Context: an optimization exercise on an open-source flow, tuned for small area and a short achievable clock period. The choices shown serve that exercise and are no tape-out recipe.
Only simulation tests tie the RTL to the original design; equivalence was not proved.

Design intt4point, start of the top module:
module intt4point(
    input clk, rst,
    input [15:0] in0, in1, in2, in3,
    output [15:0] out0, out1, out2, out3
);
Size: roughly 56 flip-flops, roughly 130 I/O pins, about 10000 um2 of cells after synthesis.
clock: 110.0 ns
lec_check: 0
cap_margin: 20
core_margin: 2
core_utilization: 40
cts_buf_list: sky130_fd_sc_hd__clkbuf_4 sky130_fd_sc_hd__clkbuf_8
slew_margin: 20
synth_hierarchical: 1
synth_minimum_keep_size: 0
standard.sh (not shown) runs the stock make flow with config.mk's settings and CLKGATE_MAP_FILE= SYNTH_SCRIPT=/design/flow/synth_recipe.tcl, a recipe that flattens the netlist after the stock synthesis.
==> flow/flow/run.sh <==
#!/bin/bash
set -e
export BUFFER_PORTS_ARGS="-buffer_cell sky130_fd_sc_hd__buf_1"
bash standard.sh > standard.log 2>&1
Then changed:
==> flow/flow/run.sh (replaced) <==
#!/bin/bash
set -e
export BUFFER_PORTS_ARGS="-buffer_cell sky130_fd_sc_hd__buf_1"
export SETUP_SLACK_MARGIN=78
bash standard.sh > standard.log 2>&1
--- a/flow/config.mk
+++ b/flow/config.mk
@@ -9,5 +9,4 @@
 export CORE_MARGIN = 2
 export CORE_UTILIZATION = 40
-export CTS_BUF_LIST = sky130_fd_sc_hd__clkbuf_4 sky130_fd_sc_hd__clkbuf_8
 export SLEW_MARGIN = 20
 export SYNTH_HIERARCHICAL = 1
Worst hold slack gets better by 0.031 ns.
Via count stays flat.
Global-route usage barely changes.
Final area rose by 0.53%.
Fmax stays flat.
Then changed:
==> flow/flow/run.sh (replaced) <==
#!/bin/bash
set -e
export BUFFER_PORTS_ARGS="-buffer_cell sky130_fd_sc_hd__buf_1"
bash standard.sh > standard.log 2>&1
- wire length is unchanged
- hold slack does not change
- global-route usage does not change
- via count stays the same
- worst setup slack stays the same
Then changed:
==> flow/flow/run.sh (replaced) <==
#!/bin/bash
set -e
export BUFFER_PORTS_ARGS="-buffer_cell sky130_fd_sc_hd__buf_1"
export SETUP_SLACK_MARGIN=80
bash standard.sh > standard.log 2>&1
Via count increases by a few percent; critical path depth is lower by 1; hold slack gets better by 0.0040 ns; worst setup slack improved by 1.1 ns; design area grows by a few percent; wire length is higher by a few percent; count of clock-buffer cells in the layout climbs by 1; area after synthesis stays the same; core utilization went up by 2.7 points; first-iteration DRC count came out higher by roughly a tenth.


run 1:
Another version of the RTL of intt4point (not shown whole).
Size: roughly 890 cells after synthesis, roughly 58 flip-flops, roughly 11,000 um2 of cells after synthesis.
Settings: LEC_CHECK=0, CAP_MARGIN=20, CORE_MARGIN=2, CORE_UTILIZATION=40, SLEW_MARGIN=20, SYNTH_HIERARCHICAL=1, SYNTH_MINIMUM_KEEP_SIZE=0; clock period 110.0 ns.
==> flow/flow/run.sh <==
#!/bin/bash
set -e
export BUFFER_PORTS_ARGS="-buffer_cell sky130_fd_sc_hd__buf_1"
bash standard.sh > standard.log 2>&1
Run 1 | status: complete | timing, DRC, antenna: pass
What run 2 does differently from run 1 at the input level:
Settings: CORE_UTILIZATION changed from 40 to 75.
Findings:
Maximum number of pins on one net before global-route repair: run 1 vs run 2 identical
Between run 2 and run 1, the number of buffers added by the clock tree synthesis step figures differ only marginally.
Count of flip-flops with a built-in enable after synthesis: run 2 vs run 1 identical
Summary of run 2 over run 1: shortest period the worst path allows has decreased, wire length of the first global-routing pass has increased, slack of the critical path has increased, final non-filler cell area has decreased.
Diff run 1 -> run 2: worst hold slack lower, routed wire length went up about 3.3%, core occupancy in the finished layout shows an increase of 38 points.


the baseline:
Another version of the RTL of intt4point (not shown whole).
Size: ~130 I/O pins, roughly 0.011 mm^2 of cells after synthesis.
clock: 110.0 ns
lec_check: 0
cap_margin: 20
core_margin: 2
core_utilization: 40
cts_buf_list: sky130_fd_sc_hd__clkbuf_4 sky130_fd_sc_hd__clkbuf_8
slew_margin: 20
synth_hierarchical: 1
synth_minimum_keep_size: 0
run.sh (not shown) runs the stock make flow with config.mk's settings and CLKGATE_MAP_FILE= SYNTH_SCRIPT=/design/flow/synth_recipe.tcl, a recipe that flattens the netlist after the stock synthesis.
Stock flow here: none of the scripts above is used.
Having completed the whole flow, the baseline delivered a layout that passed the timing, DRC and antenna checks.
Input changes introduced in the candidate (baseline for comparison: the baseline):
- a deleted CTS_BUF_LIST that had been sky130_fd_sc_hd__clkbuf_4 sky130_fd_sc_hd__clkbuf_8
==> flow/flow/run.sh (new file) <==
#!/bin/bash
set -e
export BUFFER_PORTS_ARGS="-buffer_cell sky130_fd_sc_hd__buf_1"
bash standard.sh > standard.log 2>&1
==> flow/standard.sh (new file) <==
#!/bin/bash
# synth_recipe.tcl (not shown) runs the flow's synth.tcl, then flattens the netlist and writes it again
# the make line also repeats each setting of config.mk as NAME=value (left out here)
make -C /OpenROAD-flow-scripts/flow DESIGN_CONFIG=/design/flow/config.mk WORK_HOME=/design/flow/orfs CLKGATE_MAP_FILE= SYNTH_SCRIPT=/design/flow/synth_recipe.tcl "${@:-finish}"
removed: flow/run.sh
==> results.txt <==
Against the baseline as the reference, the candidate delivers a lower headroom to the max-slew limit.
Lower sequential portion of the cell area was reported by the baseline, not the candidate.
The total length of routed wires of the candidate exceeds that of the baseline by 290 um.
On total placed cells including tap cells, the candidate tracks the baseline almost exactly.

==> what the ideal ports hide <==
No port has a modelled driver above. Below, the same layouts with a new extraction and two added sets of constraints.
Step 1 sets driving cells, clkbuf_16 on the clock port and buf_2 on the other inputs (assumed; they add their load-dependent delay and slew).
Step 2, shift: input delay + t, output delay - t, t = (earliest + latest rising clock arrival at the registers) / 2. This alone moves slack from input paths to output paths.
Slacks: no drivers / after step 1 / after step 2; pairs: no drivers / after step 1.
run | t, ns | setup WS [ns] | worst setup path at the end
the first run of note 1 | 0.352 | 78.846 / 78.811 / 79.164 | register to output
the second run of note 1 | 0.333 | 78.881 / 78.842 / 79.175 | register to output
the third run of note 1 | 0.333 | 78.881 / 78.842 / 79.175 | register to output
the fourth run of note 1 | 0.332 | 80.021 / 79.981 / 80.312 | register to output
run 1 | 0.360 | 77.733 / 77.694 / 78.055 | register to output
run 2 | 0.355 | 77.752 / 77.717 / 78.072 | register to output
the baseline | 0.396 | 77.149 / 77.112 / 77.508 | register to output
the candidate | 0.384 | 77.583 / 77.541 / 77.925 | register to output
After both steps every run listed still meets setup and hold.
